Background: an optimization exercise with open tools, aiming at small area, a short achievable clock period and few clock cycles. Do not read the settings as production practice. In this exercise RTL edits were held to simulation tests only and were not proved equivalent to the original. No activity file was given, so power comes from the tool's default toggle rates.

## flow/design.v (module list and top-level ports; edited modules follow where they fit)
// module milestone1: 876 lines
// module fadd: 4 lines
module milestone1(
   input  logic        clock,
   input  logic        resetn,
   input  logic [15:0] SRAM_read_data,
   output logic [17:0] SRAM_address,
   output logic [15:0] SRAM_write_data,
   output logic        SRAM_we_n,
   input  logic        M1_start,
   output logic        M1_end
);
  // ...
==> flow/flow/run.sh <==
#!/bin/bash
# The standard layout; the timing repair aims at a tighter setup target
# (repair_timing setup margin), and the clock tree is built without dummy loads.
# Clock and constraints are unchanged.
set -euo pipefail
bash standard.sh SETUP_SLACK_MARGIN=7.7 "CTS_ARGS=-sink_clustering_enable -repair_clock_nets -sink_clustering_size 30 -sink_clustering_max_diameter 100 -dont_use_dummy_load" finish > standard.log 2>&1
==> flow/standard.sh <==
#!/bin/bash
# synth_recipe.tcl (not shown) runs the flow's synth.tcl, then flattens the netlist and writes it again
# the make line also repeats each setting of config.mk as NAME=value (left out here)
make -C /OpenROAD-flow-scripts/flow DESIGN_CONFIG=/design/flow/config.mk WORK_HOME=/design/flow/orfs CLKGATE_MAP_FILE= SYNTH_SCRIPT=/design/flow/synth_recipe.tcl "${@:-finish}"
==> flow/config.mk <==
export PLATFORM = sky130hd
export DESIGN_NAME = milestone1
export DESIGN_NICKNAME = milestone1
export VERILOG_FILES = /design/flow/design.v
export SDC_FILE = /design/flow/constraint.sdc
export NUM_CORES = 4
export LEC_CHECK = 0
export CAP_MARGIN = 20
export CORE_MARGIN = 2
export CORE_UTILIZATION = 40
export CTS_CLUSTER_DIAMETER = 100
export CTS_CLUSTER_SIZE = 30
export SLEW_MARGIN = 20
export SYNTH_HIERARCHICAL = 1
export SYNTH_MINIMUM_KEEP_SIZE = 0
==> flow/constraint.sdc <==
create_clock -name core_clock -period 11.0 [get_ports {clock}]
set_input_delay 2.2000 -clock core_clock [delete_from_list [all_inputs] [get_ports {clock}]]
set_output_delay 2.2000 -clock core_clock [all_outputs]
set_load 0.01 [all_outputs]
==> impl_metrics.py, run 1 <==
metrics = {
    "outcome": {
        "outcome": "finished clean",
    },
    "layout": {
        "final_core_util_pct": 44.1,
        "clk_share_pct": 1.95,
        "largest_reg_flops": 80,
        "finalNonFillerCells": 2574,
        "ff_latch_area_mm2": 0.00937,
    },
    "worst_setup_path": {
        "critPathRequiredTime_ns": 8.80,
        "cp_slowest_cell": "dfrtp_1",
        "r2r-start": "win[6][3]",
        "critPathBufInv": 2,
        "crit_type": "flop to output pin",
        "r2r-end": "pa[10]",
    },
    "cts": {
        "cts.sinks": 395,
    },
    "grt": {
        "grt_start_max_net_pins": 81,
        "met1_usage_pct": 24.9,
        "first_global_vias": 14200,
    },
    "logic_synthesis": {
        "yosysMostFrequentCell": "fa_1",
        "synth_nets": 2231,
        "yosysUniqueCellTypes": 75,
        "synth_seq_cells": 395,
    },
    "route": {
        "drtIter0Drc": 717,
        "wl_per_cell_um": 19.5,
        "wl_met1_um": 23000,
    },
    "die": {
        "dieArea_mm2": 0.0582,
    },
    "timing": {
        "period_minus_slack_ns": 3.31,
    },
    "power": {
        "powerSeq_uw": 1610,
        "power.density_mw_per_mm2": 122,
        "power.group.top": "sequential cells",
    },
}
Testbench counts, summed over its fixed seeds: cycles 1,157,880.
==> run 2: changes to the inputs <==
--- a/flow/design.v
+++ b/flow/design.v
@@ -794,21 +794,18 @@
       5'd7:  begin d_sh = 1'b1; d_stv = !n_g78; end
       5'd9:  begin d_sh = 1'b1; d_bus = (grn != 7'd77); end
       5'd13, 5'd14: begin d_sh = 1'b1; d_bus = 1'b1; end
       5'd10, 5'd15: begin d_sh = 1'b1; d_stu = 1'b1; end
       5'd11: begin d_sh = 1'b1; d_stv = 1'b1; end
       default: ;
    endcase
 end
-always_ff @(posedge clock or negedge resetn) begin
-   if (!resetn) begin
-      t_we <= 1'b0; t_yrd <= 1'b0; t_le <= 1'b0; isv <= 1'b0; coff <= 2'd0;
-      sh <= 1'b0; sh_bus <= 1'b0; sh_stu <= 1'b0; sh_stv <= 1'b0;
-   end else begin
+always_ff @(posedge clock) begin
+   begin
       t_we  <= !stn && ((tn <= 5'd4) || (tn == 5'd9));
       t_yrd <= (tn == 5'd5) || (tn == 5'd8 && !(stn && n_g78)) || (tn == 5'd14);
       t_le  <= (tn == 5'd1) || (tn == 5'd8);
       isv   <= (tn == 5'd7) || (tn == 5'd11);
       coff  <= ((tn == 5'd6) || (tn == 5'd7)) ? (n_g78 ? (stn ? 2'd0 : 2'd1) : 2'd2)
              : ((tn == 5'd10) || (tn == 5'd11)) ? 2'd1 : 2'd2;
       sh <= d_sh; sh_bus <= d_bus; sh_stu <= d_stu; sh_stv <= d_stv;
    end
==> run 2 against run 1 <==
Compared with the run above:
- total power is 0.43% lower
- sequential share of layout area shrank 0.078 points
- via count shrank 0.95%
- design area is 0.43% lower
- flip-flop and latch count unchanged
- die area shrank 0.47%
- core utilization shrank 0.10 points
- combinational power decreased by 2%
- maximum frequency decreased by 0.93%
- sequential power barely moved
- largest cell class unchanged
- largest power group unchanged
==> impl_metrics.py, run 2 <==
metrics = {
    "route": {
        "route.detailed.drc": 0,
        "vias": 13100,
        "vias_per_cell": 5.09,
        "detail_route.first_pass.iterations": 5,
        "wl_per_cell_um": 19.1,
        "wl_um": 49200,
        "drtIter0Drc": 879,
        "ant_nets": 0,
    },
    "worst_setup_path": {
        "crit_type": "flop to output pin",
        "path_cells": "buf_2",
        "critPathBufInv": 1,
        "startpoint_type": "flop",
        "critical_path.max_fanout": 1,
        "cp_slowest_cell": "edfxtp_1",
        "endpoint_kind": "output pin",
        "cpLargestDelayFamily": "flip-flops",
        "max_stage_delay_ns": 0.43,
        "critPathRequiredTime_ns": 8.80,
        "critPathArrivalTime_ns": 1.14,
    },
    "logic_synthesis": {
        "yosysTopAreaCell": "fa_1",
        "synth_seq_cells": 395,
        "syn_avg_cell_area_um2": 12.7,
        "ys_warn_count": 8,
        "yosysUniqueCellTypes": 79,
        "ys_top_cells_by_count": "fa_1 (276), dfxtp_1 (233), ha_1 (172)",
        "synth-edff-count": 112,
        "synth.cell_area_mm2": 0.0224,
        "synthFlopType": "dfxtp_1",
        "synth_nets": 2231,
        "synth_top_area_share_pct": 24.7,
        "syn_inst": 1764,
        "yosysMostFrequentCell": "fa_1",
        "ys_async_sr_fraction_pct": 12.7,
        "ys_seq_area_share_pct": 41.5,
        "synthTopCellsByArea": "fa_1 (25%), dfxtp_1 (21%), edfxtp_1 (15%)",
    },
    "layout": {
        "mostFrequentLayoutCells": "fa_1 (273), dfxtp_1 (221), ha_1 (172)",
        "final_common_cell": "fa_1",
        "fin_area_mm2": 0.0243,
        "antenna_cells": 0,
        "largest_registers": "win: 80 flops, SRAM_address: 18 flops, waddr: 18 flops",
        "multi_input_area_mm2": 0.0125,
        "fin_nets": 2290,
        "largest_reg_flops": 80,
        "syn_to_final_growth_pct": 8.37,
        "ff_latch_area_mm2": 0.00931,
        "final_core_util_pct": 44.0,
        "nFillCells": 5006,
        "regMostFlops": "win",
        "drive_gt1_share_pct": 8.95,
    },
    "timing": {
        "period_minus_slack_ns": 3.34,
        "fin_tns_setup_ns": 0,
        "rsz0062_at_grt": "true",
        "clock_skew_ns": 0.0493,
        "fin_ws_ns": 7.66,
        "fin_crit_sh_pct": 30.3,
        "slew_viol_final": 0,
        "worstMarginPinSlew_ns": 1.05,
        "slew-limit-headroom_pct": 29.9,
        "finalSetupViolCount": 0,
        "fmax_mhz": 300,
        "hold_viol": 0,
    },
    "grt": {
        "grt_pass1_wl_um": 77200,
        "grt_start_max_net_pins": 81,
        "gr-total-overflow": 0,
        "track_usage_pct": 17.5,
        "antenna_found_initial": 2,
        "first_global_vias": 13700,
    },
    "cts": {
        "clk_latency_ns": 0.55,
        "cts_inserted_buffers": 19,
        "cts_buffer_depth": 3,
        "cts.sinks": 395,
        "clkTransAtPathRegs_ns": 0.10,
        "htree_levels": 1,
        "cts_hold_buf": 0,
        "cts_root_buf": "clkbuf_16",
        "cts_tree": "built",
    },
    "die": {
        "die_y_um": 241,
        "dieArea_mm2": 0.0579,
        "core_area_mm2": 0.0552,
        "fp.dieW_um": 241,
        "start_util_pct": 40.6,
        "ioPinCount": 55,
        "rows": 86,
    },
    "placed_design": {
        "portBuffers": 54,
        "pre_cts_ws_ns": 7.53,
        "place_area_mm2": 0.0238,
        "gp_congestion": 0.872,
        "hpwl_um": 38300,
    },
    "flow_run": {
        "maxCapViolCount": 0,
    },
    "hold_path": {
        "hp-class": "flop to flop",
    },
    "power": {
        "ir_drop_mv": 0.116,
        "power.density_mw_per_mm2": 122,
        "total_leakage_power_uw": 0.0100,
    },
    "outcome": {
        "outcome": "finished clean",
    },
}
==> run 2: routing by layer <==
| metal | wire length (um) | up-vias | GRT usage, % |
|---|---|---|---|
| met3 | 2110 | 57 | 2.31 |
| li1 | - | 6151 | - |
| met1 | 22300 | 6627 | 23.9 |
| met2 | 23800 | 236 | 29.8 |
| met5 | 13 | - | 0 |
| met4 | 943 | 2 | 3.90 |
==> run 2: area by class of cell <==
class | instances | share of cell area (%)
clock buffer | 19 | 1.96
inverter | 143 | 2.21
multi-input combinational | 1195 | 51.5
sequential | 395 | 38.4
tap | 748 | 3.86
timing repair buffer | 69 | 2.09
==> run 2: worst paths after layout <==
path,startpoint,endpoint,slack (ns),depth (start not counted)
min reg2reg,pb[16],iq_ha[8],0.37,1
max reg2reg,ub_ha[0],h1[6],7.79,7
min in group asynchronous,resetn,waddr[8],1.75,2
max,SRAM_write_data[0],SRAM_write_data[0],7.66,1
min,pb[16],iq_ha[8],0.37,1
max in group asynchronous,resetn,t[4],8.80,2
==> run 2: cells by family after synthesis <==
group,after synthesis,share of synthesized area (%)
buf+inv,174,2.99
fa+ha+maj,448,34.3
mux,51,2.49
flops,395,41.5
compound gates,281,8.18
xor+xnor,80,3.13
simple gates,335,7.42
==> run 2: what timing repair did <==
| action | CTS | global route |
|---|---|---|
| setup endpoints to repair | 40 | 32 |
| pin swaps | 0 | 3 |
| resized for setup | 158 | 19 |
| buffers inserted | 1 | 5 |
==> run 2: metrics by stage <==
stage	power (uW)	hold WS (ns)	std cells
finish	2960	0.369	2569
floorplan	2050	0.338	1764
global route	3120	0.393	2569
CTS	2990	0.373	2563
global placement	2220	0.342	2543
detailed placement	2230	0.348	2543
==> run 2: modules after synthesis (local to each module, per instance) <==
module,flip-flops and latches,cells
milestone1,395,1493
fadd,0,1
==> run 2: report_power, final <==
group	internal, uW	total (uW)	switching (uW)
Combinational	251	597	346
Sequential	1570	1600	29.7
Clock	311	755	444
Total	2140	2960	820
Testbench counts of run 2, summed over its fixed seeds: cycles 1,157,880.
==> run 3: changes to the inputs <==
--- a/flow/config.mk
+++ b/flow/config.mk
@@ -9,5 +9,6 @@
 export CORE_MARGIN = 2
-export CORE_UTILIZATION = 40
+export CORE_UTILIZATION = 70
 export CTS_CLUSTER_DIAMETER = 100
 export CTS_CLUSTER_SIZE = 30
+export PLACE_DENSITY = 0.85
 export SLEW_MARGIN = 20
==> run 3 against run 2 <==
Compared with the run above:
- via count grew 5.0%
- setup slack gained 0.039 ns
- sequential power is essentially flat
- synthesized cell count is the same
- die area shrank 42%
- final cell count shrank 13%
- design area shrank 1.7%
- largest power group unchanged
- critical path depth is the same
- core utilization grew 32 points
- flip-flop and latch count is the same
- still clean on timing, DRC and antenna
- total power shrank 1.2%
- first-iteration DRC count grew 16%
==> impl_metrics.py, run 3 <==
metrics = {
    "power": {
        "switching_share_pct": 27.8,
        "p_int_uw": 2110,
        "total_leakage_power_uw": 0.0100,
        "ir_drop_mv": 0.120,
        "power.density_mw_per_mm2": 122,
        "net-switching-power_uw": 811,
        "p_clk_share_pct": 24.1,
        "power_frac_comb_pct": 20.9,
        "power_frac_seq_pct": 55.0,
    },
    "worst_setup_path": {
        "critPathRequiredTime_ns": 8.80,
        "critical_path_cell_count": 1,
        "critical_path.max_fanout": 1,
        "startpoint": "SRAM_write_data[6]",
        "critPathBufInv": 1,
        "max_stage_delay_ns": 0.42,
        "endpoint_kind": "output pin",
        "path_cells": "buf_2",
        "startpoint_type": "flop",
        "critPathArrivalTime_ns": 1.10,
        "crit_type": "flop to output pin",
        "r2r-start": "win[6][3]",
        "cp_slowest_cell": "edfxtp_1",
        "reg2regPathDepth": 7,
        "cpLargestDelayFamily": "flip-flops",
    },
    "grt": {
        "antenna_found_initial": 1,
        "grt_pass1_wl_um": 79200,
        "track_usage_pct": 31.2,
        "first_global_vias": 14700,
        "gr-total-overflow": 0,
        "grt_start_max_net_pins": 81,
    },
    "timing": {
        "clock_skew_ns": 0.0741,
        "finalSetupViolCount": 0,
        "slew-limit-headroom_pct": 30.1,
        "slew_viol_final": 0,
        "fin_crit_sh_pct": 30.0,
        "rsz0062_at_grt": "true",
        "fin_tns_setup_ns": 0,
        "worstMarginPinSlew_ns": 1.05,
        "hold_viol": 0,
        "fin_ws_ns": 7.70,
        "period_minus_slack_ns": 3.30,
        "fmax_mhz": 303,
    },
    "route": {
        "vias": 13700,
        "wl_per_cell_um": 22.3,
        "route.detailed.drc": 0,
        "wl_um": 49900,
        "vias_per_cell": 6.14,
        "ant_nets": 0,
        "drtIter0Drc": 1018,
        "detail_route.first_pass.iterations": 5,
    },
    "placed_design": {
        "gp_congestion": 0.911,
        "dpl.cell_count": 2197,
        "pre_cts_ws_ns": 7.62,
        "portBuffers": 54,
        "hpwl_um": 38300,
    },
    "logic_synthesis": {
        "syn_inst": 1764,
        "ys_seq_area_share_pct": 41.5,
        "synth_seq_cells": 395,
        "synth.cell_area_mm2": 0.0224,
        "synth_top_area_share_pct": 24.7,
        "synthFlopType": "dfxtp_1",
        "yosysUniqueCellTypes": 79,
        "synthTopCellsByArea": "fa_1 (25%), dfxtp_1 (21%), edfxtp_1 (15%)",
        "syn_avg_cell_area_um2": 12.7,
        "ys_top_cells_by_count": "fa_1 (276), dfxtp_1 (233), ha_1 (172)",
        "ys_warn_count": 8,
        "yosysMostFrequentCell": "fa_1",
        "synth_nets": 2231,
        "yosysTopAreaCell": "fa_1",
        "synth-edff-count": 112,
        "ys_async_sr_fraction_pct": 12.7,
    },
    "die": {
        "fp.dieW_um": 183,
        "core_area_mm2": 0.0316,
        "dieArea_mm2": 0.0334,
        "start_util_pct": 71.0,
        "rows": 65,
        "ioPinCount": 55,
        "die_y_um": 183,
    },
    "layout": {
        "drive_gt1_share_pct": 9.44,
        "finalNonFillerCells": 2235,
        "regMostFlops": "win",
        "mostFrequentLayoutCells": "fa_1 (274), dfxtp_1 (220), ha_1 (172)",
        "fin_nets": 2301,
        "final_common_cell": "fa_1",
        "syn_to_final_growth_pct": 6.48,
        "largest_reg_flops": 80,
        "largest_registers": "win: 80 flops, SRAM_address: 18 flops, waddr: 18 flops",
    },
    "cts": {
        "cts_tree": "built",
        "cts_root_buf": "clkbuf_16",
        "clk_latency_ns": 0.54,
        "htree_levels": 1,
        "cts_inserted_buffers": 17,
        "cts.sinks": 395,
        "cts_buffer_depth": 3,
        "cts_hold_buf": 0,
        "clkTransAtPathRegs_ns": 0.11,
    },
    "outcome": {
        "outcome": "finished clean",
    },
    "hold_path": {
        "hold_depth": 1,
        "hp-class": "flop to flop",
        "min_from": "pb[16]",
    },
    "flow_run": {
        "maxCapViolCount": 0,
    },
}
[run 3: cell counts after synthesis]
Identical to the previous run, type by type.
[run 3: modules after synthesis (local to each module, per instance)]
module | flip-flops and latches | copies in the design
milestone1 | 395 | 1
fadd | 0 | 271
[run 3: power by group through the flow]
| stage | clock, uW | sequential (uW) | combinational [uW] |
|---|---|---|---|
| after floorplan | 0 | 1630 | 417 |
| final | 705 | 1610 | 610 |
| after global placement | 0 | 1630 | 571 |
| after detailed placement | 0 | 1640 | 596 |
| after CTS | 718 | 1600 | 601 |
| after global routing | 769 | 1610 | 676 |
[run 3: final cells by class]
| cell class | instances | area (um2) |
|---|---|---|
| Fill cell | 1999 | 7710 |
| Inverter | 143 | 541 |
| Timing Repair Buffer | 82 | 566 |
| Multi-Input combinational cell | 1195 | 12500 |
| Sequential cell | 395 | 9310 |
| Antenna cell | 1 | 2.50 |
| Clock buffer | 17 | 425 |
| Tap cell | 402 | 503 |
[run 3: kinds of logic after synthesis]
group	count (synthesis)	share of synthesized area (%)
compound gates	281	8.18
xor+xnor	80	3.13
fa+ha+maj	448	34.3
buf+inv	174	2.99
flops	395	41.5
mux	51	2.49
simple gates	335	7.42
[run 3: worst paths after layout]
| path | slack [ns] | end |
|---|---|---|
| min in group asynchronous | 1.75 | M1_end |
| min | 0.37 | iq_ha[8] |
| max | 7.70 | SRAM_write_data[6] |
| max reg2reg | 7.77 | pa[9] |
| max in group asynchronous | 8.79 | yaddr[2] |
| min reg2reg | 0.37 | iq_ha[8] |
[run 3: metrics by stage]
stage	utilization [%]	area [um2]	power (uW)	hold slack (ns)
4_1_cts	75.1	23700	2920	0.369
3_3_place_gp	74.0	23400	2200	0.341
2_1_floorplan	-	22400	2050	0.338
5_1_grt	75.6	23800	3060	0.389
3_5_place_dp	74.0	23400	2230	0.347
6_report	75.6	23800	2920	0.370
[run 3: repair_timing]
action	in CTS	in global routing
hold endpoints to repair	0	0
pin swaps	1	7
gates resized for setup	141	27
endpoints found under the setup margin	39	33
setup buffers	1	19
[run 3: per-layer routing]
| layer | vias up | part of all wire (%) | track usage [%] |
|---|---|---|---|
| met5 | - | 0 | 0 |
| met3 | 133 | 5.6 | 4.81 |
| met4 | 0 | 5.0 | 14.2 |
| met2 | 472 | 50 | 52.8 |
| met1 | 6941 | 40 | 40.2 |
| li1 | 6180 | - | - |
==> run 4: changes to the inputs <==
--- a/flow/config.mk
+++ b/flow/config.mk
@@ -9,6 +9,5 @@
 export CORE_MARGIN = 2
-export CORE_UTILIZATION = 70
+export CORE_UTILIZATION = 60
 export CTS_CLUSTER_DIAMETER = 100
 export CTS_CLUSTER_SIZE = 30
-export PLACE_DENSITY = 0.85
 export SLEW_MARGIN = 20
==> run 4 against run 3 <==
Compared with the run above:
- still clean on timing, DRC and antenna
- global-route usage decreased by 4.7 points
- combinational power decreased by 2%
- die area increased by 16%
- register-to-register slack improved by 0.02 ns
- wire length decreased by 2.5%
- setup slack got worse by 0.0021 ns
- synthesized cell count unchanged
- core utilization decreased by 10 points
- non-clock buffer count decreased by 1
- final cell count increased by 2.9%
- critical path type unchanged
- largest power group unchanged
==> impl_metrics.py, run 4 <==
metrics = {
    "grt": {
        "track_usage_pct": 26.5,
        "grt_pass1_wl_um": 77500,
        "first_global_vias": 14000,
        "grt_start_max_net_pins": 81,
        "gr-total-overflow": 0,
        "antenna_found_initial": 2,
    },
    "die": {
        "ioPinCount": 55,
        "dieArea_mm2": 0.0389,
        "core_area_mm2": 0.0367,
        "rows": 70,
        "fp.dieW_um": 197,
        "start_util_pct": 61.0,
        "die_y_um": 197,
    },
    "timing": {
        "hold_viol": 0,
        "clock_skew_ns": 0.0558,
        "fin_ws_ns": 7.70,
        "period_minus_slack_ns": 3.30,
        "finalSetupViolCount": 0,
        "worstMarginPinSlew_ns": 1.02,
        "fmax_mhz": 303,
        "rsz0062_at_grt": "true",
        "fin_crit_sh_pct": 30.0,
        "slew-limit-headroom_pct": 32.2,
        "fin_tns_setup_ns": 0,
        "slew_viol_final": 0,
    },
    "cts": {
        "clkTransAtPathRegs_ns": 0.11,
        "cts.sinks": 395,
        "cts_root_buf": "clkbuf_16",
        "cts_inserted_buffers": 17,
        "cts_buffer_depth": 3,
        "htree_levels": 1,
        "cts_tree": "built",
        "cts_hold_buf": 0,
        "clk_latency_ns": 0.54,
    },
    "layout": {
        "antenna_cells": 0,
        "largest_reg_flops": 80,
        "nFillCells": 2783,
        "final_core_util_pct": 65.2,
        "multi_input_area_mm2": 0.0125,
        "final_common_cell": "fa_1",
        "fin_area_mm2": 0.0239,
        "drive_gt1_share_pct": 9.56,
        "regMostFlops": "win",
        "ff_latch_area_mm2": 0.00932,
        "largest_registers": "win: 80 flops, SRAM_address: 18 flops, waddr: 18 flops",
        "fin_nets": 2300,
        "mostFrequentLayoutCells": "fa_1 (274), dfxtp_1 (218), ha_1 (172)",
        "syn_to_final_growth_pct": 6.80,
    },
    "logic_synthesis": {
        "syn_inst": 1764,
        "synth.area.mux_share_pct": 2.49,
        "synth-compound-area-share_pct": 8.18,
        "yosysUniqueCellTypes": 79,
        "ys_async_sr_fraction_pct": 12.7,
        "synth-edff-count": 112,
        "post_synth_and_or_nand_nor_area_fraction_pct": 7.42,
        "synth_nets": 2231,
        "ys_warn_count": 8,
        "synth-xor-area-share_pct": 3.13,
        "synth_top_area_share_pct": 24.7,
        "synthFlopType": "dfxtp_1",
        "synthTopCellsByArea": "fa_1 (25%), dfxtp_1 (21%), edfxtp_1 (15%)",
        "ys_seq_area_share_pct": 41.5,
        "synth_fa_ha_area_share_pct": 34.3,
        "yosysTopAreaCell": "fa_1",
        "syn_avg_cell_area_um2": 12.7,
        "synth_top_family_by_area": "adder cells",
        "ys_top_cells_by_count": "fa_1 (276), dfxtp_1 (233), ha_1 (172)",
        "synth.cell_area_mm2": 0.0224,
        "synth_seq_cells": 395,
        "yosysMostFrequentCell": "fa_1",
    },
    "worst_setup_path": {
        "critPathArrivalTime_ns": 1.10,
        "critPathRequiredTime_ns": 8.80,
        "critPathBufInv": 2,
        "cp_slowest_cell": "dfrtp_1",
        "max_stage_delay_ns": 0.39,
        "path_cells": "inv_1, buf_2",
        "critical_path.max_fanout": 1,
        "startpoint_type": "flop",
        "cpLargestDelayFamily": "flip-flops",
        "endpoint_kind": "output pin",
        "crit_type": "flop to output pin",
    },
    "power": {
        "net-switching-power_uw": 808,
        "power_frac_comb_pct": 20.4,
        "p_int_uw": 2110,
        "total_leakage_power_uw": 0.0100,
        "p_clk_share_pct": 24.4,
        "power.density_mw_per_mm2": 122,
        "power_frac_seq_pct": 55.2,
        "switching_share_pct": 27.7,
        "ir_drop_mv": 0.109,
    },
    "route": {
        "wl_um": 48600,
        "detail_route.first_pass.iterations": 7,
        "wl_per_cell_um": 21.2,
        "ant_nets": 0,
        "drtIter0Drc": 737,
        "vias": 13100,
        "route.detailed.drc": 0,
        "vias_per_cell": 5.71,
    },
    "flow_run": {
        "maxCapViolCount": 0,
    },
    "placed_design": {
        "portBuffers": 54,
        "pre_cts_ws_ns": 7.56,
        "place_area_mm2": 0.0234,
        "gp_congestion": 0.896,
        "hpwl_um": 38100,
    },
    "outcome": {
        "outcome": "finished clean",
    },
    "hold_path": {
        "hp-class": "flop to flop",
    },
}
## run 4: cell counts after synthesis
No cell type changed its count.
## run 4: layout make-up
type | instances | share of cell area [%]
Inverter | 143 | 2.26
Clock buffer | 17 | 1.78
Multi-Input combinational cell | 1195 | 52.2
Tap cell | 468 | 2.45
Sequential cell | 395 | 39.0
Timing Repair Buffer | 81 | 2.33
## run 4: per-layer routing
metal  part of all wire [%]  GRT usage, %
met3                    4.0          3.62
met4                    4.7          11.2
met1                     43          35.1
met5                  0.016             0
met2                     48          44.3
## run 4: path summary, 6_finish.rpt
path / from / endpoint / slack [ns] / depth (start not counted)
max in group asynchronous: resetn / t[4] / 8.78 / 2
worst min-delay path: pb[16] / iq_ha[8] / 0.38 / 1
worst max-delay path: we / SRAM_we_n / 7.70 / 2
min in group asynchronous: resetn / gr[4] / 1.76 / 2
worst max register to register: win[8][1] / pa[9] / 7.79 / 7
worst min register to register: pb[16] / iq_ha[8] / 0.38 / 1
## run 4: repair_timing
action                     4_1_cts  5_1_grt
cloned                           0        0
gates resized for setup        158       18
setup buffers                    1       18
pin swaps                        0        7
setup endpoints to repair       44       21
## run 4: Yosys stat by module (local to each module, per instance)
module      cells inside  area (um2)  times used  flip-flops and latches
fadd                   1        20.0         271                       0
milestone1          1493       17000           1                     395
## run 4: metrics by stage
| step | hold slack, ns | instances | total power [uW] |
|---|---|---|---|
| finish | 0.379 | 2299 | 2920 |
| detailed placement | 0.345 | 2263 | 2230 |
| global placement | 0.345 | 2263 | 2210 |
| CTS | 0.380 | 2281 | 2940 |
| global route | 0.383 | 2299 | 3080 |
| floorplan | 0.338 | 1764 | 2050 |
## run 4: power by group through the flow
stage	logic, uW	clock network, uW	registers, uW
after floorplan	417	0	1630
after global placement	574	0	1640
after detailed placement	585	0	1640
after CTS	589	738	1610
after global routing	676	783	1620
final	596	711	1610
## run 4: logic make-up after synthesis
logic type / count (synthesis)
AO/OA/AOI/OAI: 281
XOR/XNOR: 80
adder cells (fa/ha/maj): 448
buffers and inverters: 174
flip-flops: 395
multiplexers: 51
AND/OR/NAND/NOR: 335
==> run 5: changes to the inputs <==
--- a/flow/config.mk
+++ b/flow/config.mk
@@ -12,2 +12,3 @@
 export CTS_CLUSTER_SIZE = 30
+export PLACE_DENSITY = 0.75
 export SLEW_MARGIN = 20
@@ -15 +16,2 @@
 export SYNTH_MINIMUM_KEEP_SIZE = 0
+export TNS_END_PERCENT = 20
==> run 5 against run 4 <==
Compared with the run above:
- non-clock buffer count shrank 17
- core utilization fell by 0.10 points
- design area down 0.16%
- die area stayed put
- combinational power decreased by 2%
- highest routed layer is now met4
- setup slack worse by 0.065 ns
- flip-flop and latch count is the same
- critical path depth shrank 1
- clock skew up 0.014 ns
- still clean on timing, DRC and antenna
- synthesized cell count unchanged
==> impl_metrics.py, run 5 <==
metrics = {
    "timing": {
        "period_minus_slack_ns": 3.37,
        "worstMarginPinSlew_ns": 1.05,
        "finalSetupViolCount": 0,
        "rsz0062_at_grt": "true",
        "hold_viol": 0,
        "slew-limit-headroom_pct": 29.8,
        "hold_slack_ns": 0.367,
        "clock_skew_ns": 0.0700,
        "fin_crit_sh_pct": 30.6,
        "fin_tns_setup_ns": 0,
        "slew_viol_final": 0,
        "fmax_mhz": 297,
    },
    "die": {
        "die_y_um": 197,
        "dieArea_mm2": 0.0389,
        "rows": 70,
        "start_util_pct": 61.0,
        "ioPinCount": 55,
        "fp.dieW_um": 197,
        "core_area_mm2": 0.0367,
    },
    "logic_synthesis": {
        "synth_top_area_share_pct": 24.7,
        "ys_top_cells_by_count": "fa_1 (276), dfxtp_1 (233), ha_1 (172)",
        "synth-edff-count": 112,
        "ys_async_sr_fraction_pct": 12.7,
        "synthFlopType": "dfxtp_1",
        "yosysUniqueCellTypes": 79,
        "synth_nets": 2231,
        "syn_avg_cell_area_um2": 12.7,
        "synth.cell_area_mm2": 0.0224,
        "ys_seq_area_share_pct": 41.5,
        "syn_inst": 1764,
        "synth_seq_cells": 395,
        "yosysTopAreaCell": "fa_1",
        "synthTopCellsByArea": "fa_1 (25%), dfxtp_1 (21%), edfxtp_1 (15%)",
        "ys_warn_count": 8,
        "yosysMostFrequentCell": "fa_1",
    },
    "route": {
        "route.detailed.drc": 0,
        "wl_met2_um": 22900,
        "wl_um": 47200,
        "top_layer": "met4",
        "drtIter0Drc": 871,
        "detail_route.first_pass.iterations": 5,
        "ant_nets": 0,
        "vias_per_cell": 5.78,
        "wl_met3_um": 2220,
        "wl_met1_um": 20400,
        "wl_per_cell_um": 20.7,
        "vias": 13200,
    },
    "worst_setup_path": {
        "startpoint_type": "flop",
        "max_stage_delay_ns": 0.36,
        "r2r_setup_slack_ns": 7.76,
        "r2r-end": "pa[10]",
        "r2r-start": "win[10][7]",
        "cp_slowest_cell": "edfxtp_1",
        "critical_path.max_fanout": 1,
        "critPathRequiredTime_ns": 8.80,
        "cpLargestDelayFamily": "flip-flops",
        "critPathArrivalTime_ns": 1.17,
        "crit_type": "flop to output pin",
        "critPathBufInv": 1,
        "path_cells": "dlygate4sd2_1",
        "endpoint_kind": "output pin",
        "reg2regPathDepth": 7,
    },
    "cts": {
        "cts_inserted_buffers": 17,
        "clkTransAtPathRegs_ns": 0.11,
        "cts.sinks": 395,
        "htree_levels": 1,
        "cts_hold_buf": 0,
        "cts_tree": "built",
        "cts_buffer_depth": 3,
        "cts_root_buf": "clkbuf_16",
        "clk_latency_ns": 0.54,
    },
    "hold_path": {
        "hold-path-endpoint": "iq_ha[8]",
        "hp-class": "flop to flop",
        "min_from": "pb[16]",
        "hold_depth": 1,
    },
    "layout": {
        "largest_reg_flops": 80,
        "final_common_cell": "fa_1",
        "mostFrequentLayoutCells": "fa_1 (275), dfxtp_1 (222), ha_1 (172)",
        "nFillCells": 2736,
        "drive_gt1_share_pct": 6.67,
        "largest_registers": "win: 80 flops, SRAM_address: 18 flops, waddr: 18 flops",
        "regMostFlops": "win",
        "fin_nets": 2283,
        "antenna_cells": 0,
        "syn_to_final_growth_pct": 6.63,
    },
    "grt": {
        "first_global_vias": 14100,
        "grt_start_max_net_pins": 81,
        "antenna_found_initial": 1,
        "grt_pass1_wl_um": 76100,
        "track_usage_pct": 25.5,
        "gr-total-overflow": 0,
    },
    "power": {
        "power_frac_seq_pct": 55.4,
        "net-switching-power_uw": 798,
        "p_int_uw": 2100,
        "p_clk_share_pct": 24.5,
        "total_leakage_power_uw": 0.0100,
        "ir_drop_mv": 0.186,
        "switching_share_pct": 27.5,
        "power_frac_comb_pct": 20.2,
        "power.density_mw_per_mm2": 121,
    },
    "outcome": {
        "outcome": "finished clean",
    },
    "flow_run": {
        "maxCapViolCount": 0,
    },
    "placed_design": {
        "gp_congestion": 0.919,
        "hpwl_um": 37000,
        "portBuffers": 54,
    },
}
run 5: cell types whose count changed in the layout (fill, tap and decap cells not counted), moves of 4 or more:
cell	previous run	this run
dfxtp_1	218	222
buf_2	37	9
clkdlybuf4s15_1	0	12
dlygate4sd2_1	0	15
buf_4	27	10
dfxtp_2	13	9
run 5: layer usage:
metal | vias up | track usage [%]
li1 | 6137 | -
met1 | 6632 | 34.2
met2 | 332 | 43.2
met3 | 98 | 3.64
met4 | 0 | 8.13
met5 | - | 0
run 5: area by class of cell:
type | count | area [um2] | area share (%)
timing repair buffer | 64 | 553 | 2.32
clock buffer | 17 | 425 | 1.78
tap | 468 | 586 | 2.45
sequential | 395 | 9310 | 39.0
inverter | 143 | 537 | 2.25
multi-input combinational | 1195 | 12500 | 52.2
run 5: kinds of logic (layout without fill, tap and decap cells):
group | Yosys count | after routing | synth area share, %
compound gates | 281 | 281 | 8.18
flops | 395 | 395 | 41.5
xor+xnor | 80 | 80 | 3.13
simple gates | 335 | 335 | 7.42
mux | 51 | 51 | 2.49
fa+ha+maj | 448 | 448 | 34.3
buf+inv | 174 | 224 | 2.99
run 5: worst max path at each step:
stage | startpoint | to | slack (ns) | cells after the start
4_1_cts | SRAM_write_data[0] | SRAM_write_data[0] | 7.62 | 1
3_3_place_gp | py[0] | ur_c | 7.64 | 9
3_5_place_dp | py[0] | ur_c | 7.63 | 9
2_1_floorplan | win[4][7] | pa[10] | 7.90 | 7
5_1_grt | SRAM_write_data[1] | SRAM_write_data[1] | 7.59 | 1
6_report | SRAM_write_data[4] | SRAM_write_data[4] | 7.64 | 1
run 5: per-stage QoR:
step                worst slack [ns]  instances  power, uW  utilization [%]  instance area, um2
global route                    7.59       2282       3050             65.1               23900
finish                          7.64       2282       2900             65.1               23900
CTS                             7.62       2281       2920             64.9               23800
global placement                7.64       2263       2200             63.9               23400
detailed placement              7.63       2263       2220             63.9               23400
floorplan                       7.90       1764       2050                -               22400
run 5: power by group through the flow:
stage / Combinational (uW) / Sequential [uW] / Clock, uW
floorplan: 417 / 1630 / 0
global placement: 567 / 1640 / 0
detailed placement: 580 / 1640 / 0
CTS: 585 / 1610 / 725
global route: 660 / 1610 / 775
finish: 585 / 1610 / 709
run 5: per-module statistics from Yosys, one instance, submodules excluded:
module | flip-flops and latches | copies in the design
milestone1 | 395 | 1
fadd | 0 | 271
run 5: what timing repair did:
| action | in CTS | in global routing |
|---|---|---|
| pin swaps | 0 | 2 |
| setup buffers | 1 | 1 |
| resized for setup | 81 | 14 |
| setup endpoints to repair | 41 | 52 |
| hold endpoints to repair | 0 | 0 |
==> run 6: changes to the inputs <==
--- a/flow/config.mk
+++ b/flow/config.mk
@@ -16,2 +16 @@
 export SYNTH_MINIMUM_KEEP_SIZE = 0
-export TNS_END_PERCENT = 20
==> run 6 against run 5 <==
Compared with the run above:
- via count increased by 0.42%
- maximum frequency is 2.1% higher
- clock skew about the same
==> impl_metrics.py, run 6 <==
metrics = {
    "outcome": {
        "outcome": "finished clean",
    },
    "placed_design": {
        "dpl.cell_count": 2263,
        "portBuffers": 54,
        "gp_congestion": 0.919,
        "pre_cts_ws_ns": 7.63,
        "hpwl_um": 37000,
        "place_area_mm2": 0.0234,
    },
    "timing": {
        "fin_ws_ns": 7.70,
        "slew-limit-headroom_pct": 29.3,
        "finalSetupViolCount": 0,
        "hold_viol": 0,
        "slew_viol_final": 0,
        "worstMarginPinSlew_ns": 1.06,
        "period_minus_slack_ns": 3.30,
        "fin_tns_setup_ns": 0,
        "fmax_mhz": 303,
        "rsz0062_at_grt": "true",
        "clock_skew_ns": 0.0700,
        "fin_crit_sh_pct": 30.0,
    },
    "route": {
        "vias_per_cell": 5.80,
        "ant_nets": 0,
        "wl_um": 47300,
        "wl_met2_um": 23000,
        "drtIter0Drc": 916,
        "wl_met3_um": 2400,
        "detail_route.first_pass.iterations": 5,
        "route.detailed.drc": 0,
        "vias": 13300,
        "wl_per_cell_um": 20.7,
        "top_layer": "met4",
        "wl_met1_um": 20300,
    },
    "flow_run": {
        "maxCapViolCount": 0,
    },
    "worst_setup_path": {
        "critPathArrivalTime_ns": 1.10,
        "endpoint_kind": "output pin",
        "cpLargestDelayFamily": "flip-flops",
        "path_cells": "inv_1, buf_2",
        "startpoint_type": "flop",
        "cp_slowest_cell": "dfrtp_1",
        "critPathRequiredTime_ns": 8.80,
        "critical_path.max_fanout": 1,
        "max_stage_delay_ns": 0.39,
        "critPathBufInv": 2,
        "crit_type": "flop to output pin",
    },
    "logic_synthesis": {
        "ys_seq_area_share_pct": 41.5,
        "synth_nets": 2231,
        "synth-edff-count": 112,
        "synth_top_area_share_pct": 24.7,
        "post_synth_and_or_nand_nor_area_fraction_pct": 7.42,
        "yosysMostFrequentCell": "fa_1",
        "synth.cell_area_mm2": 0.0224,
        "synthTopCellsByArea": "fa_1 (25%), dfxtp_1 (21%), edfxtp_1 (15%)",
        "synthFlopType": "dfxtp_1",
        "yosysTopAreaCell": "fa_1",
        "syn_avg_cell_area_um2": 12.7,
        "yosysUniqueCellTypes": 79,
        "synth-xor-area-share_pct": 3.13,
        "synth_seq_cells": 395,
        "synth-compound-area-share_pct": 8.18,
        "ys_warn_count": 8,
        "synth.area.mux_share_pct": 2.49,
        "ys_async_sr_fraction_pct": 12.7,
        "synth_top_family_by_area": "adder cells",
        "synth_fa_ha_area_share_pct": 34.3,
        "ys_top_cells_by_count": "fa_1 (276), dfxtp_1 (233), ha_1 (172)",
        "syn_inst": 1764,
    },
    "power": {
        "total_leakage_power_uw": 0.00998,
        "power_frac_seq_pct": 55.3,
        "net-switching-power_uw": 800,
        "ir_drop_mv": 0.186,
        "power_frac_comb_pct": 20.3,
        "p_clk_share_pct": 24.4,
        "power.density_mw_per_mm2": 122,
        "switching_share_pct": 27.5,
        "p_int_uw": 2100,
    },
    "die": {
        "core_area_mm2": 0.0367,
        "ioPinCount": 55,
        "start_util_pct": 61.0,
        "die_y_um": 197,
        "rows": 70,
        "fp.dieW_um": 197,
        "dieArea_mm2": 0.0389,
    },
    "grt": {
        "antenna_found_initial": 1,
        "gr-total-overflow": 0,
        "grt_start_max_net_pins": 81,
        "first_global_vias": 14000,
        "track_usage_pct": 25.5,
        "grt_pass1_wl_um": 76000,
    },
    "cts": {
        "htree_levels": 1,
        "cts_root_buf": "clkbuf_16",
        "cts_tree": "built",
        "cts.sinks": 395,
        "cts_hold_buf": 0,
        "cts_buffer_depth": 3,
        "clk_latency_ns": 0.54,
        "clkTransAtPathRegs_ns": 0.11,
        "cts_inserted_buffers": 17,
    },
    "layout": {
        "syn_to_final_growth_pct": 6.33,
        "largest_reg_flops": 80,
        "finalNonFillerCells": 2286,
        "largest_registers": "win: 80 flops, SRAM_address: 18 flops, waddr: 18 flops",
        "antenna_cells": 0,
        "fin_area_mm2": 0.0238,
        "mostFrequentLayoutCells": "fa_1 (274), dfxtp_1 (218), ha_1 (171)",
        "regMostFlops": "win",
        "drive_gt1_share_pct": 8.64,
        "final_common_cell": "fa_1",
        "fin_nets": 2287,
    },
    "hold_path": {
        "hp-class": "flop to flop",
    },
}
run 6: changes by cell type in the layout (fill, tap and decap cells not counted), moves of 4 or more:
cell             delta
buf_2              +28
buf_4               +4
clkdlybuf4s15_1    -12
dfxtp_1             -4
dfxtp_2             +4
dlygate4sd2_1      -15
run 6: final cells by class:
cell class,instances,area (um2)
flip-flops and latches,395,9320
well taps,468,586
fillers,2731,12900
multi-input cells,1195,12500
inverters,143,537
repair buffers,68,460
clock buffers,17,425
run 6: worst paths after layout:
path                            startpoint         to  slack [ns]  depth (start not counted)
worst max-delay path                    we  SRAM_we_n        7.70                          2
worst min-delay path                pb[16]   iq_ha[8]        0.37                          1
worst max register to register   win[6][5]     pa[10]        7.76                          7
worst min register to register      pb[16]   iq_ha[8]        0.37                          1
max in group asynchronous           resetn   waddr[4]        8.82                          2
min in group asynchronous           resetn        run        1.75                          2
run 6: cell families (layout without fill, tap and decap cells):
logic type | after synthesis | count (layout)
AOI/OAI and AO/OA | 281 | 281
xor gates and xnor gates | 80 | 80
adders and majority gates | 448 | 448
buffers and inverters | 174 | 228
DFF | 395 | 395
muxes | 51 | 51
and+or+nand+nor | 335 | 335
run 6: power by group through the flow:
stage	registers (uW)	clock network (uW)	logic (uW)
2_1_floorplan	1630	0	417
3_3_place_gp	1640	0	567
3_5_place_dp	1640	0	580
4_1_cts	1610	725	585
5_1_grt	1610	775	663
6_report	1610	708	590
run 6: worst reg2reg max path, stage by stage, from the launching register on:
cell and delay (ns):
edfxtp_1 0.54, fa_1 0.56, fa_1 0.53, inv_1 0.05
fa_1 0.50, inv_1 0.05, fa_1 0.49, fa_1 0.40
run 6: repair_timing:
item / in CTS / in global routing
setup endpoints to repair: 41 / 21
setup buffers: 1 / 5
gates resized for setup: 159 / 13
hold endpoints to repair: 0 / 0
pin swaps: 1 / 3
run 6: per-module statistics from Yosys, one instance, submodules excluded:
module      copies in the design  area [um2]
fadd                         271        20.0
milestone1                     1       17000
run 6: routing by layer:
metal / GRT usage (%) / up-vias
met1: 34.1 / 6668
li1: - / 6138
met4: 8.13 / 0
met5: 0 / -
met3: 3.59 / 97
met2: 43.3 / 352
run 6: through the flow:
stage | hold WS (ns) | power [uW] | util (%)
final | 0.367 | 2900 | 64.9
after global routing | 0.373 | 3050 | 64.9
after CTS | 0.369 | 2920 | 64.7
after detailed placement | 0.343 | 2220 | 63.9
after global placement | 0.340 | 2200 | 63.9
after floorplan | 0.338 | 2050 | -
==> run 7: changes to the inputs <==
--- a/flow/config.mk
+++ b/flow/config.mk
@@ -12,2 +12,3 @@
 export CTS_CLUSTER_SIZE = 30
+export GPL_ROUTABILITY_DRIVEN = 0
 export PLACE_DENSITY = 0.75
==> run 7 against run 6 <==
Compared with the run above:
- critical path depth fell by 1
- combinational power increased by 3.6%
- sequential share of layout area hardly changed
- setup slack lost 0.0091 ns
- clock power hardly changed
- clock skew decreased by 0.0014 ns
- non-clock buffer count is 1 lower
- total power increased by 0.77%
- wire length is 1.2% higher
- die area did not move
- via count rose by 1.5%
- critical path type unchanged
- critical endpoint is now SRAM_write_data[10]
- highest routed layer unchanged
==> impl_metrics.py, run 7 <==
metrics = {
    "outcome": {
        "outcome": "finished clean",
    },
    "timing": {
        "finalSetupViolCount": 0,
        "clock_skew_ns": 0.0686,
        "rsz0062_at_grt": "true",
        "slew_viol_final": 0,
        "worstMarginPinSlew_ns": 1.05,
        "fin_crit_sh_pct": 30.1,
        "period_minus_slack_ns": 3.31,
        "fmax_mhz": 303,
        "fin_ws_ns": 7.69,
        "hold_viol": 0,
        "slew-limit-headroom_pct": 29.8,
        "fin_tns_setup_ns": 0,
    },
    "grt": {
        "gr-total-overflow": 0,
        "grt_start_max_net_pins": 81,
        "track_usage_pct": 25.7,
        "antenna_found_initial": 1,
        "grt_pass1_wl_um": 76800,
        "first_global_vias": 14500,
    },
    "placed_design": {
        "hpwl_um": 37500,
        "portBuffers": 54,
        "pre_cts_ws_ns": 7.59,
    },
    "logic_synthesis": {
        "ys_warn_count": 8,
        "synth_seq_cells": 395,
        "yosysUniqueCellTypes": 79,
        "syn_inst": 1764,
        "synth_top_area_share_pct": 24.7,
        "synthTopCellsByArea": "fa_1 (25%), dfxtp_1 (21%), edfxtp_1 (15%)",
        "syn_avg_cell_area_um2": 12.7,
        "yosysTopAreaCell": "fa_1",
        "ys_seq_area_share_pct": 41.5,
        "yosysMostFrequentCell": "fa_1",
        "synth_nets": 2231,
        "synth.cell_area_mm2": 0.0224,
        "ys_async_sr_fraction_pct": 12.7,
        "synthFlopType": "dfxtp_1",
        "synth-edff-count": 112,
        "ys_top_cells_by_count": "fa_1 (276), dfxtp_1 (233), ha_1 (172)",
    },
    "cts": {
        "cts_inserted_buffers": 17,
        "cts_hold_buf": 0,
        "htree_levels": 1,
        "cts_tree": "built",
        "cts_buffer_depth": 3,
        "cts_root_buf": "clkbuf_16",
        "clk_latency_ns": 0.54,
        "clkTransAtPathRegs_ns": 0.11,
        "cts.sinks": 395,
    },
    "die": {
        "start_util_pct": 61.0,
        "fp.dieW_um": 197,
        "ioPinCount": 55,
        "rows": 70,
        "dieArea_mm2": 0.0389,
        "core_area_mm2": 0.0367,
        "die_y_um": 197,
    },
    "worst_setup_path": {
        "startpoint_type": "flop",
        "reg2regPathDepth": 7,
        "r2r-end": "pa[10]",
        "max_stage_delay_ns": 0.41,
        "critPathArrivalTime_ns": 1.11,
        "crit_type": "flop to output pin",
        "critical_path.max_fanout": 1,
        "endpoint_kind": "output pin",
        "cpLargestDelayFamily": "flip-flops",
        "r2r-start": "win[10][7]",
        "cp_slowest_cell": "edfxtp_1",
        "critPathBufInv": 1,
        "path_cells": "buf_2",
        "critPathRequiredTime_ns": 8.80,
        "r2r_setup_slack_ns": 7.79,
        "critical_path_cell_count": 1,
    },
    "route": {
        "wl_um": 47800,
        "vias_per_cell": 5.89,
        "route.detailed.drc": 0,
        "drtIter0Drc": 959,
        "wl_per_cell_um": 20.9,
        "ant_nets": 0,
        "detail_route.first_pass.iterations": 5,
        "vias": 13500,
    },
    "layout": {
        "mostFrequentLayoutCells": "fa_1 (274), dfxtp_1 (216), ha_1 (172)",
        "fin_nets": 2286,
        "largest_reg_flops": 80,
        "regMostFlops": "win",
        "largest_registers": "win: 80 flops, SRAM_address: 18 flops, waddr: 18 flops",
        "syn_to_final_growth_pct": 6.40,
        "final_core_util_pct": 64.9,
        "nFillCells": 2705,
        "final_common_cell": "fa_1",
        "drive_gt1_share_pct": 9.03,
    },
    "power": {
        "p_clk_share_pct": 24.2,
        "ir_drop_mv": 0.157,
        "p_int_uw": 2110,
        "total_leakage_power_uw": 0.00999,
        "power_uw": 2930,
        "power_frac_comb_pct": 20.9,
        "power_frac_seq_pct": 54.9,
        "switching_share_pct": 27.9,
        "net-switching-power_uw": 816,
        "power.density_mw_per_mm2": 123,
    },
    "hold_path": {
        "hold-path-endpoint": "iq_ha[8]",
        "min_from": "pb[16]",
        "hold_depth": 1,
        "hp-class": "flop to flop",
    },
    "flow_run": {
        "maxCapViolCount": 0,
    },
}
run 7: cell counts after synthesis:
Identical to the previous run, type by type.
run 7: cell type report:
cell class | count | area [um2] | share of cell area [%]
well taps | 468 | 586 | 2.46
inverters | 143 | 537 | 2.25
multi-input cells | 1195 | 12500 | 52.5
flip-flops and latches | 395 | 9320 | 39.1
diodes | 1 | 2.50 | 0.0105
repair buffers | 67 | 453 | 1.90
clock buffers | 17 | 425 | 1.79
run 7: worst max-delay path by stage:
stage                        start             endpoint  slack, ns
6_report       SRAM_write_data[10]  SRAM_write_data[10]       7.69
5_1_grt        SRAM_write_data[10]  SRAM_write_data[10]       7.66
4_1_cts        SRAM_write_data[10]  SRAM_write_data[10]       7.67
3_5_place_dp                 py[5]                 ug_c       7.59
3_3_place_gp                 py[5]                 ug_c       7.66
2_1_floorplan            win[4][7]               pa[10]       7.90
run 7: repair_timing:
| item | 4_1_cts | 5_1_grt |
|---|---|---|
| resized for setup | 159 | 20 |
| buffers inserted | 1 | 6 |
| setup endpoints to repair | 40 | 37 |
| pin swaps | 0 | 1 |
run 7: power groups by stage:
stage	Combinational (uW)	Sequential (uW)	Clock, uW
finish	611	1610	709
global route	683	1610	776
CTS	596	1610	730
detailed placement	590	1640	0
global placement	568	1640	0
floorplan	417	1630	0
run 7: logic make-up (layout without fill, tap and decap cells):
logic type | count (synthesis) | in the layout | synth area share, %
compound gates | 281 | 281 | 8.18
simple gates | 335 | 335 | 7.42
mux | 51 | 51 | 2.49
buf+inv | 174 | 227 | 2.99
flops | 395 | 395 | 41.5
fa+ha+maj | 448 | 448 | 34.3
xor+xnor | 80 | 80 | 3.13
other cells | 0 | 1 | 0
run 7: modules after synthesis (local to each module, per instance):
module | copies in the design | area, um2 | flops+latches
milestone1 | 1 | 17000 | 395
fadd | 271 | 20.0 | 0
run 7: per-layer routing:
layer  track usage, %  up-vias  share of wire (%)
met1             33.4     6822                 41
met5                0        -                  0
li1                 -     6148                  -
met2             43.6      398                 49
met3             4.78       90                6.3
met4             9.19        0                3.4
run 7: metrics by stage:
| step | instances | instance area, um2 | hold slack [ns] |
|---|---|---|---|
| 2_1_floorplan | 1764 | 22400 | 0.338 |
| 3_3_place_gp | 2261 | 23400 | 0.339 |
| 3_5_place_dp | 2261 | 23400 | 0.350 |
| 4_1_cts | 2279 | 23700 | 0.407 |
| 5_1_grt | 2286 | 23800 | 0.418 |
| 6_report | 2286 | 23800 | 0.404 |
==> run 8: changes to the inputs <==
==> flow/flow/run.sh (replaced) <==
#!/bin/bash
# The standard layout; the timing repair aims at a tighter setup target
# (repair_timing setup margin), and the clock tree is built without dummy loads.
# Clock and constraints are unchanged.
set -euo pipefail
bash standard.sh SETUP_SLACK_MARGIN=7.75 "CTS_ARGS=-sink_clustering_enable -repair_clock_nets -sink_clustering_size 30 -sink_clustering_max_diameter 100 -dont_use_dummy_load" finish > standard.log 2>&1
--- a/flow/config.mk
+++ b/flow/config.mk
@@ -12,3 +12,2 @@
 export CTS_CLUSTER_SIZE = 30
-export GPL_ROUTABILITY_DRIVEN = 0
 export PLACE_DENSITY = 0.75
==> run 8 against run 7 <==
Compared with the run above:
- flip-flop and latch count did not move
- global-route usage fell by 0.23 points
- maximum frequency rose by 0.19%
- combinational power fell by 3%
- clock skew barely moved
- synthesized cell count did not move
- wire length fell by 0.45%
- core utilization rose by 0.36 points
- via count fell by 1.3%
- non-clock buffer count rose by 18
- total power fell by 0.56%
- sequential share of layout area fell by 0.21 points
- critical path type unchanged
- critical endpoint is now SRAM_we_n
- largest cell class unchanged
- highest routed layer unchanged
==> impl_metrics.py, run 8 <==
metrics = {
    "outcome": {
        "outcome": "finished clean",
    },
    "route": {
        "detail_route.first_pass.iterations": 5,
        "ant_nets": 0,
        "wl_um": 47600,
        "vias": 13300,
        "route.detailed.drc": 0,
        "vias_per_cell": 5.77,
        "wl_per_cell_um": 20.7,
        "drtIter0Drc": 874,
    },
    "die": {
        "rows": 70,
        "ioPinCount": 55,
        "dieArea_mm2": 0.0389,
        "start_util_pct": 61.0,
        "core_area_mm2": 0.0367,
        "die_y_um": 197,
        "fp.dieW_um": 197,
    },
    "worst_setup_path": {
        "critical_path.max_fanout": 1,
        "critPathBufInv": 2,
        "cpLargestDelayFamily": "flip-flops",
        "max_stage_delay_ns": 0.39,
        "cp_slowest_cell": "dfrtp_1",
        "startpoint_type": "flop",
        "endpoint_kind": "output pin",
        "critPathRequiredTime_ns": 8.80,
        "path_cells": "inv_1, buf_2",
        "crit_type": "flop to output pin",
        "critPathArrivalTime_ns": 1.10,
        "r2r_setup_slack_ns": 7.80,
    },
    "layout": {
        "finalNonFillerCells": 2303,
        "regMostFlops": "win",
        "final_core_util_pct": 65.3,
        "largest_registers": "win: 80 flops, SRAM_address: 18 flops, waddr: 18 flops",
        "fin_nets": 2304,
        "nFillCells": 2719,
        "antenna_cells": 0,
        "drive_gt1_share_pct": 9.86,
        "mostFrequentLayoutCells": "fa_1 (273), dfxtp_1 (217), ha_1 (171)",
        "final_common_cell": "fa_1",
        "largest_reg_flops": 80,
        "syn_to_final_growth_pct": 6.99,
    },
    "flow_run": {
        "maxCapViolCount": 0,
    },
    "timing": {
        "slew_viol_final": 0,
        "fin_ws_ns": 7.70,
        "clock_skew_ns": 0.0687,
        "hold_viol": 0,
        "slew-limit-headroom_pct": 30.4,
        "fin_crit_sh_pct": 30.0,
        "worstMarginPinSlew_ns": 1.04,
        "period_minus_slack_ns": 3.30,
        "fmax_mhz": 303,
        "fin_tns_setup_ns": 0,
        "rsz0062_at_grt": "true",
        "finalSetupViolCount": 0,
    },
    "logic_synthesis": {
        "synthFlopType": "dfxtp_1",
        "syn_avg_cell_area_um2": 12.7,
        "synth.cell_area_mm2": 0.0224,
        "ys_seq_area_share_pct": 41.5,
        "synth_seq_cells": 395,
        "yosysMostFrequentCell": "fa_1",
        "synth_nets": 2231,
        "ys_warn_count": 8,
        "yosysTopAreaCell": "fa_1",
        "synth_top_area_share_pct": 24.7,
        "synth-edff-count": 112,
        "ys_async_sr_fraction_pct": 12.7,
        "syn_inst": 1764,
        "yosysUniqueCellTypes": 79,
        "ys_top_cells_by_count": "fa_1 (276), dfxtp_1 (233), ha_1 (172)",
        "synthTopCellsByArea": "fa_1 (25%), dfxtp_1 (21%), edfxtp_1 (15%)",
    },
    "grt": {
        "gr-total-overflow": 0,
        "grt_pass1_wl_um": 76100,
        "antenna_found_initial": 1,
        "first_global_vias": 14000,
        "track_usage_pct": 25.5,
        "grt_start_max_net_pins": 81,
    },
    "placed_design": {
        "gp_congestion": 0.919,
        "pre_cts_ws_ns": 7.63,
        "dpl.cell_count": 2263,
        "hpwl_um": 37000,
        "portBuffers": 54,
    },
    "cts": {
        "cts_buffer_depth": 3,
        "clkTransAtPathRegs_ns": 0.11,
        "cts.sinks": 395,
        "cts_tree": "built",
        "htree_levels": 1,
        "cts_root_buf": "clkbuf_16",
        "clk_latency_ns": 0.54,
        "cts_inserted_buffers": 17,
    },
    "power": {
        "power.density_mw_per_mm2": 121,
        "net-switching-power_uw": 804,
        "power_frac_comb_pct": 20.3,
        "p_int_uw": 2110,
        "p_clk_share_pct": 24.5,
        "power_frac_seq_pct": 55.2,
        "switching_share_pct": 27.6,
        "ir_drop_mv": 0.188,
        "total_leakage_power_uw": 0.0101,
    },
    "hold_path": {
        "hp-class": "flop to flop",
    },
}
## run 8: cell counts after synthesis
No cell type changed its count.
## run 8: worst reg2reg max path: cells and delay by family (launching register included)
| family | cells | cell delay [ns] |
|---|---|---|
| flops | 1 | 0.52 |
| buf+inv | 2 | 0.10 |
| fa+ha+maj | 5 | 2.46 |
## run 8: through the flow
step / power [uW] / area (um2) / hold WS [ns]
after global placement: 2200 / 23400 / 0.340
after detailed placement: 2220 / 23400 / 0.343
after global routing: 3060 / 24000 / 0.373
after CTS: 2920 / 23700 / 0.369
after floorplan: 2050 / 22400 / 0.338
final: 2910 / 24000 / 0.368
## run 8: cell type report
class,instances,area [um2],area share [%]
tap,468,586,2.44
multi-input combinational,1195,12500,52.1
timing repair buffer,85,591,2.46
clock buffer,17,425,1.78
inverter,143,544,2.27
sequential,395,9320,38.9
## run 8: logic make-up after synthesis
| kind of cell | count (synthesis) | share of synthesized area [%] |
|---|---|---|
| xor gates and xnor gates | 80 | 3.13 |
| and+or+nand+nor | 335 | 7.42 |
| DFF | 395 | 41.5 |
| adders and majority gates | 448 | 34.3 |
| AOI/OAI and AO/OA | 281 | 8.18 |
| buffers and inverters | 174 | 2.99 |
| muxes | 51 | 2.49 |
## run 8: final timing paths
kind                                start   endpoint  depth (start not counted)
worst min-delay path               pb[16]   iq_ha[8]                          1
min in group asynchronous          resetn        run                          2
worst min register to register     pb[16]   iq_ha[8]                          1
max in group asynchronous          resetn   waddr[4]                          2
worst max register to register  win[8][3]     pa[10]                          7
worst max-delay path                   we  SRAM_we_n                          2
## run 8: power groups by stage
| stage | clock [uW] | combinational, uW | sequential (uW) |
|---|---|---|---|
| 3_5_place_dp | 0 | 580 | 1640 |
| 3_3_place_gp | 0 | 567 | 1640 |
| 4_1_cts | 725 | 586 | 1610 |
| 5_1_grt | 776 | 666 | 1610 |
| 6_report | 712 | 592 | 1610 |
| 2_1_floorplan | 0 | 417 | 1630 |
## run 8: repair_timing
| action | in CTS | in global routing |
|---|---|---|
| endpoints found under the setup margin | 46 | 38 |
| gates resized for setup | 164 | 16 |
| pin swaps | 1 | 5 |
| setup buffers | 1 | 22 |
| hold buffers | 0 | 0 |
| hold endpoints to repair | 0 | 0 |
## run 8: routing by layer
layer / GRT usage (%) / wire length (um) / vias up
met5: 0 / 0 / -
met4: 8.13 / 1660 / 0
met3: 3.59 / 2170 / 94
met2: 43.4 / 23200 / 316
met1: 34.1 / 20500 / 6696
li1: - / - / 6176
## run 8: per-module statistics from Yosys, one instance, submodules excluded
module / cell area, um2 / cells / copies in the design / flops+latches
fadd: 20.0 / 1 / 271 / 0
milestone1: 17000 / 1493 / 1 / 395
==> run 9: changes to the inputs <==
==> flow/flow/run.sh (replaced) <==
#!/bin/bash
# The standard layout; the timing repair aims at a tighter setup target
# (repair_timing setup margin), and the clock tree is built without dummy loads.
# Clock and constraints are unchanged.
set -euo pipefail
bash standard.sh SETUP_SLACK_MARGIN=7.7 "CTS_ARGS=-sink_clustering_enable -repair_clock_nets -sink_clustering_size 20 -sink_clustering_max_diameter 80 -buf_list sky130_fd_sc_hd__clkbuf_8 -dont_use_dummy_load" finish > standard.log 2>&1
--- a/flow/config.mk
+++ b/flow/config.mk
@@ -10,4 +10,5 @@
 export CORE_UTILIZATION = 60
-export CTS_CLUSTER_DIAMETER = 100
-export CTS_CLUSTER_SIZE = 30
+export CTS_BUF_LIST = sky130_fd_sc_hd__clkbuf_8
+export CTS_CLUSTER_DIAMETER = 80
+export CTS_CLUSTER_SIZE = 20
 export PLACE_DENSITY = 0.75
==> run 9 against run 8 <==
Compared with the run above:
- critical path depth is 1 lower
- clock power fell by 11%
- largest power group unchanged
- global-route usage decreased by 0.060 points
- clock skew rose by 0.049 ns
- flip-flop and latch count unchanged
- synthesized cell count did not move
- first-iteration DRC count decreased by 8.7%
- area after synthesis unchanged
- maximum frequency is 3.9% lower
- still clean
- highest routed layer unchanged
- non-clock buffer count shrank 8
- sequential power barely moved
==> impl_metrics.py, run 9 <==
metrics = {
    "layout": {
        "mostFrequentLayoutCells": "fa_1 (275), dfxtp_1 (211), ha_1 (172)",
        "fin_nets": 2304,
        "drive_gt1_share_pct": 9.75,
        "finalNonFillerCells": 2303,
        "antenna_cells": 0,
        "fin_area_mm2": 0.0239,
        "multi_input_area_mm2": 0.0125,
        "largest_registers": "win: 80 flops, SRAM_address: 18 flops, waddr: 18 flops",
        "final_common_cell": "fa_1",
        "nFillCells": 2711,
        "largest_reg_flops": 80,
        "ff_latch_area_mm2": 0.00933,
        "syn_to_final_growth_pct": 6.61,
        "regMostFlops": "win",
    },
    "grt": {
        "grt_start_max_net_pins": 81,
        "grt_pass1_wl_um": 75700,
        "first_global_vias": 14000,
        "gr-total-overflow": 0,
        "track_usage_pct": 25.4,
        "antenna_found_initial": 1,
    },
    "cts": {
        "cts_root_buf": "clkbuf_8",
        "cts.sinks": 395,
        "clkTransAtPathRegs_ns": 0.12,
        "cts_buffer_depth": 3,
        "htree_levels": 1,
        "cts_inserted_buffers": 25,
        "clk_latency_ns": 0.66,
        "cts_hold_buf": 0,
        "cts_tree": "built",
    },
    "placed_design": {
        "hpwl_um": 37000,
        "pre_cts_ws_ns": 7.63,
        "dpl.cell_count": 2263,
        "place_area_mm2": 0.0234,
        "portBuffers": 54,
        "gp_congestion": 0.919,
    },
    "logic_synthesis": {
        "synth.cell_area_mm2": 0.0224,
        "synthTopCellsByArea": "fa_1 (25%), dfxtp_1 (21%), edfxtp_1 (15%)",
        "yosysMostFrequentCell": "fa_1",
        "synth_nets": 2231,
        "ys_warn_count": 8,
        "ys_seq_area_share_pct": 41.5,
        "ys_top_cells_by_count": "fa_1 (276), dfxtp_1 (233), ha_1 (172)",
        "synth-edff-count": 112,
        "synth_top_area_share_pct": 24.7,
        "synthFlopType": "dfxtp_1",
        "ys_async_sr_fraction_pct": 12.7,
        "syn_avg_cell_area_um2": 12.7,
        "synth_seq_cells": 395,
        "syn_inst": 1764,
        "yosysTopAreaCell": "fa_1",
        "yosysUniqueCellTypes": 79,
    },
    "worst_setup_path": {
        "critPathBufInv": 1,
        "crit_type": "flop to output pin",
        "endpoint_kind": "output pin",
        "max_stage_delay_ns": 0.41,
        "cp_slowest_cell": "edfxtp_1",
        "startpoint_type": "flop",
        "critPathArrivalTime_ns": 1.23,
        "critPathRequiredTime_ns": 8.80,
        "cpLargestDelayFamily": "flip-flops",
        "path_cells": "buf_2",
        "critical_path.max_fanout": 1,
    },
    "timing": {
        "clock_skew_ns": 0.118,
        "slew-limit-headroom_pct": 30.2,
        "worstMarginPinSlew_ns": 1.05,
        "hold_viol": 0,
        "rsz0062_at_grt": "true",
        "fin_ws_ns": 7.57,
        "fin_tns_setup_ns": 0,
        "fmax_mhz": 291,
        "finalSetupViolCount": 0,
        "fin_crit_sh_pct": 31.2,
        "slew_viol_final": 0,
        "period_minus_slack_ns": 3.43,
    },
    "route": {
        "vias": 13300,
        "wl_per_cell_um": 20.5,
        "wl_um": 47200,
        "route.detailed.drc": 0,
        "drtIter0Drc": 798,
        "vias_per_cell": 5.77,
        "ant_nets": 0,
        "detail_route.first_pass.iterations": 6,
    },
    "power": {
        "total_leakage_power_uw": 0.0100,
        "power.density_mw_per_mm2": 118,
        "ir_drop_mv": 0.115,
    },
    "die": {
        "rows": 70,
        "dieArea_mm2": 0.0389,
        "fp.dieW_um": 197,
        "start_util_pct": 61.0,
        "core_area_mm2": 0.0367,
        "ioPinCount": 55,
        "die_y_um": 197,
    },
    "outcome": {
        "outcome": "finished clean",
    },
    "flow_run": {
        "maxCapViolCount": 0,
    },
    "hold_path": {
        "hp-class": "flop to flop",
    },
}
-- run 9: area by class of cell --
class | instances | area share (%)
Clock buffer | 25 | 1.44
Sequential cell | 395 | 39.1
Timing Repair Buffer | 77 | 2.58
Multi-Input combinational cell | 1195 | 52.2
Inverter | 143 | 2.26
Tap cell | 468 | 2.45
-- run 9: what timing repair did --
action / CTS / global route
gates resized for setup: 163 / 27
buffers inserted: 1 / 14
pin swaps: 0 / 2
endpoints found under the setup margin: 42 / 56
gates cloned: 0 / 0
-- run 9: where the power goes --
group / internal, uW / switching, uW / leakage (uW)
Combinational: 248 / 337 / 0.00610
Sequential: 1570 / 30.1 / 0.00372
Clock: 204 / 430 / 0.000180
Total: 2030 / 797 / 0.0100
-- run 9: worst paths after layout --
check,start,endpoint,slack [ns],depth (start not counted)
max,SRAM_write_data[2],SRAM_write_data[2],7.57,1
min,pb[16],iq_ha[8],0.37,1
max reg2reg,win[8][5],pa[10],7.77,7
min reg2reg,pb[16],iq_ha[8],0.37,1
max in group asynchronous,resetn,waddr[14],8.89,2
min in group asynchronous,resetn,gr[4],1.61,2
-- run 9: per-layer routing --
metal / wire, um / vias up / track usage (%)
li1: - / 6172 / -
met1: 20100 / 6666 / 34.1
met2: 22800 / 361 / 42.5
met3: 2800 / 98 / 4.08
met4: 1620 / 0 / 8.77
met5: 0 / - / 0
-- run 9: logic make-up (layout without fill, tap and decap cells) --
family	count (synthesis)	count (layout)	share of synthesized area (%)
compound gates	281	281	8.18
xor+xnor	80	80	3.13
mux	51	51	2.49
fa+ha+maj	448	448	34.3
buf+inv	174	245	2.99
flops	395	395	41.5
simple gates	335	335	7.42
-- run 9: Yosys stat by module, one instance, submodules excluded --
module	area (um2)	cells	flops+latches	times used
fadd	20.0	1	0	271
milestone1	17000	1493	395	1
-- run 9: per-stage QoR --
step,hold WS (ns),total power [uW],util [%]
2_1_floorplan,0.338,2050,-
3_3_place_gp,0.340,2200,63.9
3_5_place_dp,0.343,2220,63.9
4_1_cts,0.371,2850,64.5
5_1_grt,0.374,2980,65.1
6_report,0.369,2820,65.1

[static timing again, ports no longer ideal]
How much do the figures lean on ideal ports? The routed layouts below were timed once more, with nothing changed but the port constraints.
Step 1 sets driving cells, clkbuf_16 on the clock port and buf_2 on the other inputs (assumed; they add their load-dependent delay and slew).
Step 2, shift: input delay + t, output delay - t, t = (earliest + latest rising clock arrival at the registers) / 2. This alone moves slack from input paths to output paths.
Three values: no drivers, after step 1, after step 2; two values: the first two.
run	t, ns	setup slack, ns	worst setup path after step 2	cell pins on the clock port's net
run 1	0.579	7.694 / 7.636 / 7.789	register to register	1
run 2	0.588	7.663 / 7.604 / 7.792	register to register	1
run 3	0.558	7.702 / 7.648 / 7.734	input to register	1
run 4	0.566	7.700 / 7.644 / 7.787	register to register	1
run 5	0.559	7.635 / 7.583 / 7.763	register to register	1
run 6	0.559	7.704 / 7.652 / 7.764	register to register	1
run 7	0.560	7.694 / 7.640 / 7.792	register to register	1
run 8	0.561	7.701 / 7.649 / 7.796	register to register	1
run 9	0.657	7.565 / 7.512 / 7.768	register to register	1
After both steps setup and hold are still met in every run listed.
